Context: an optimization exercise on an open-source flow, tuned for small area and a short achievable clock period. The choices shown serve that exercise and are no tape-out recipe.
In this exercise RTL edits were held to simulation tests only and were not proved equivalent to the original.
No activity file was given, so power comes from the tool's default toggle rates.

== run A ==
// mschdpath
module mschdpath (
    input clk, rst_b,ld_merg,upd_mreg, input [511:0] blk, output [31:0] m0
);
For scale: ~550 I/O pins, about 25000 sq um of cells after synthesis.
==> flow/config.mk <==
export PLATFORM = sky130hd
export DESIGN_NAME = mschdpath
export DESIGN_NICKNAME = mschdpath
export VERILOG_FILES = /design/flow/design.v
export SDC_FILE = /design/flow/constraint.sdc
export NUM_CORES = 4
export LEC_CHECK = 0
export CAP_MARGIN = 20
export CORE_MARGIN = 2
export CORE_UTILIZATION = 48
export CTS_CLUSTER_DIAMETER = 70
export CTS_CLUSTER_SIZE = 30
export SETUP_SLACK_MARGIN = 2.5
export SLEW_MARGIN = 20
export SYNTH_HIERARCHICAL = 1
==> flow/constraint.sdc <==
create_clock -name core_clock -period 4.5 [get_ports {clk}]
set_input_delay 0.9000 -clock core_clock [delete_from_list [all_inputs] [get_ports {clk}]]
set_output_delay 0.9000 -clock core_clock [all_outputs]
set_load 0.01 [all_outputs]
standard.sh (not shown) runs the stock make flow with config.mk's settings and CLKGATE_MAP_FILE= SYNTH_SCRIPT=/design/flow/synth_recipe.tcl, a recipe that flattens the netlist after the stock synthesis.
==> flow/flow/run.sh <==
#!/bin/bash
# Standard layout, but the port buffers are the smallest buffer (buf_1)
# rather than the delay cell buffer_ports picks by default.
set -o pipefail
export BUFFER_PORTS_ARGS="-buffer_cell sky130_fd_sc_hd__buf_1"
bash standard.sh > standard_flow.log 2>&1
Run A completed; timing, DRC and antenna clean
Edits applied to the flow inputs when going from run A to run B:
# run A
export LEC_CHECK = 0
export CAP_MARGIN = 20
export CORE_MARGIN = 2
export CORE_UTILIZATION = 48
export CTS_CLUSTER_DIAMETER = 70
export CTS_CLUSTER_SIZE = 30
export SETUP_SLACK_MARGIN = 2.5
export SLEW_MARGIN = 20
export SYNTH_HIERARCHICAL = 1
create_clock -name core_clock -period 4.5 [get_ports {clk}]
# run B
export LEC_CHECK = 0
export CAP_MARGIN = 20
export CORE_MARGIN = 2
export CORE_UTILIZATION = 55
export CTS_CLUSTER_DIAMETER = 70
export CTS_CLUSTER_SIZE = 30
export PLACE_DENSITY = 0.65
export SETUP_SLACK_MARGIN = 2.5
export SLEW_MARGIN = 20
export SYNTH_HIERARCHICAL = 1
create_clock -name core_clock -period 4.5 [get_ports {clk}]
[summary]
Diff run A -> run B: clock skew shows a reduction of 8.2 ps; setup slack shows an increase of 23 ps; timing-limited maximum frequency shows an increase of 1.1%; TritonCTS buffer count shows an increase of 2.8%.
Lower routed metal-1 wirelength goes to run B over run A.
Edits applied to the flow inputs when going from run B to run C:
# run B
export LEC_CHECK = 0
export CAP_MARGIN = 20
export CORE_MARGIN = 2
export CORE_UTILIZATION = 55
export CTS_CLUSTER_DIAMETER = 70
export CTS_CLUSTER_SIZE = 30
export PLACE_DENSITY = 0.65
export SETUP_SLACK_MARGIN = 2.5
export SLEW_MARGIN = 20
export SYNTH_HIERARCHICAL = 1
create_clock -name core_clock -period 4.5 [get_ports {clk}]
# run C
export LEC_CHECK = 0
export CAP_MARGIN = 20
export CORE_MARGIN = 2
export CORE_UTILIZATION = 62
export CTS_CLUSTER_DIAMETER = 70
export CTS_CLUSTER_SIZE = 30
export PLACE_DENSITY = 0.72
export SETUP_SLACK_MARGIN = 2.5
export SLEW_MARGIN = 20
export SYNTH_HIERARCHICAL = 1
create_clock -name core_clock -period 4.5 [get_ports {clk}]
### Flow results
- On total power consumption of the routed design, run C does worse than run B.
- First-pass GRT wire length for run C is higher than for run B.
- The combinational power in run C sits about 2% above the value recorded for run B.
- Run C vs run B — via count climbed by a few percent
- Run C vs run B, global routing met3 resource utilization went up by 0.65 points.
- Synthesized area across run B and run C: no real change.
Inputs modified between run C and run D:
# run C
export LEC_CHECK = 0
export CAP_MARGIN = 20
export CORE_MARGIN = 2
export CORE_UTILIZATION = 62
export CTS_CLUSTER_DIAMETER = 70
export CTS_CLUSTER_SIZE = 30
export PLACE_DENSITY = 0.72
export SETUP_SLACK_MARGIN = 2.5
export SLEW_MARGIN = 20
export SYNTH_HIERARCHICAL = 1
create_clock -name core_clock -period 4.5 [get_ports {clk}]
# run D
export LEC_CHECK = 0
export CAP_MARGIN = 20
export CORE_MARGIN = 2
export CORE_UTILIZATION = 40
export CTS_CLUSTER_DIAMETER = 70
export CTS_CLUSTER_SIZE = 30
export SETUP_SLACK_MARGIN = 2.5
export SLEW_MARGIN = 20
export SYNTH_HIERARCHICAL = 1
create_clock -name core_clock -period 4.5 [get_ports {clk}]
### Flow results
Changes observed in run D relative to run C: internal cell power up 0.52%; portion of total power attributed to combinational logic down 0.7 points; multi-input combinational area share down 0.58 points. A kind of critical path of flop to flop is what run C shows, while flop to output pin belongs to run D. Of run C and run D, the lower die area belongs to run C.
### run D -> run E
# run D
export LEC_CHECK = 0
export CAP_MARGIN = 20
export CORE_MARGIN = 2
export CORE_UTILIZATION = 40
export CTS_CLUSTER_DIAMETER = 70
export CTS_CLUSTER_SIZE = 30
export SETUP_SLACK_MARGIN = 2.5
export SLEW_MARGIN = 20
export SYNTH_HIERARCHICAL = 1
create_clock -name core_clock -period 4.5 [get_ports {clk}]
# run E
export LEC_CHECK = 0
export CAP_MARGIN = 20
export CORE_MARGIN = 2
export CORE_UTILIZATION = 40
export SETUP_SLACK_MARGIN = 2.5
export SLEW_MARGIN = 20
export SYNTH_HIERARCHICAL = 1
create_clock -name core_clock -period 4.5 [get_ports {clk}]
==> run summary <==
Timing, DRC, antenna: 0 failures across run D and run E. m0[15] as the end point of the critical path was reported by run E, and m0[14] by run D. From run D to run E the numbers moved as follows: met2 demand-to-capacity share in global routing now larger, number of clock buffer instances in the layout now larger, aggregate global-route resource usage now larger.
diff inputs: run E => run F
==> flow/run.sh (new file) <==
#!/bin/bash
# synth_recipe.tcl (not shown) runs the flow's synth.tcl, then flattens the netlist and writes it again
# the make line also repeats each setting of config.mk as NAME=value (left out here)
make -C /OpenROAD-flow-scripts/flow DESIGN_CONFIG=/design/flow/config.mk WORK_HOME=/design/flow/orfs CLKGATE_MAP_FILE= SYNTH_SCRIPT=/design/flow/synth_recipe.tcl finish
removed: flow/flow/run.sh
removed: flow/standard.sh
==> comparison <==
- Run F finished every step from synthesis to the final layout, and the layout passed the timing, design-rule and antenna checks.
- Sort run E and run F by cell count, descending, and run E comes first.
- The worst setup slack of run F exceeds that of run E by 13 ps.
- Summary of run F over run E: count of vias placed by the detailed router now larger, number of clock buffers in the layout went down about 2.3%.
- Cmp run E and run F / sequential share of power / lower: run F

## re-timing with driven ports
The flow's constraints put no driver on any port. The routed layouts listed below were extracted and timed again, unchanged, in two steps. Step 1, drivers: a clkbuf_16 drives clk and a buf_2 each remaining input, both assumed. Step 2 adds t to the input delays and takes it off the output delays; t is the mean of the earliest and latest rising clock arrival at the registers after step 1. Input paths then give back, and output paths get back, about the clock's delay inside the block. Slacks: no drivers / after step 1 / after step 2; pairs: no drivers / after step 1.
| run | t (ns) | slack for setup (ns) | worst setup path after step 2 | clock arrival spread, ns | pins driven straight from the clock port |
|---|---|---|---|---|---|
| run A | 0.641 | 2.399 / 2.332 / 1.959 | input to register | 0.040 / 0.040 | 1 |
| run B | 0.647 | 2.422 / 2.357 / 1.917 | input to register | 0.030 / 0.029 | 1 |
| run C | 0.641 | 2.099 / 2.099 / 1.917 | input to register | 0.037 / 0.037 | 1 |
| run D | 0.643 | 2.411 / 2.351 / 1.864 | input to register | 0.041 / 0.040 | 1 |
| run E | 0.688 | 2.380 / 2.319 / 1.925 | input to register | 0.050 / 0.051 | 1 |
| run F | 0.680 | 2.393 / 2.331 / 1.976 | input to register | 0.023 / 0.024 | 1 |
After both steps every run listed still meets setup and hold. For run D, which loses most, drivers alone change the setup slack by -0.060 ns; drivers and shift together by -0.547 ns.
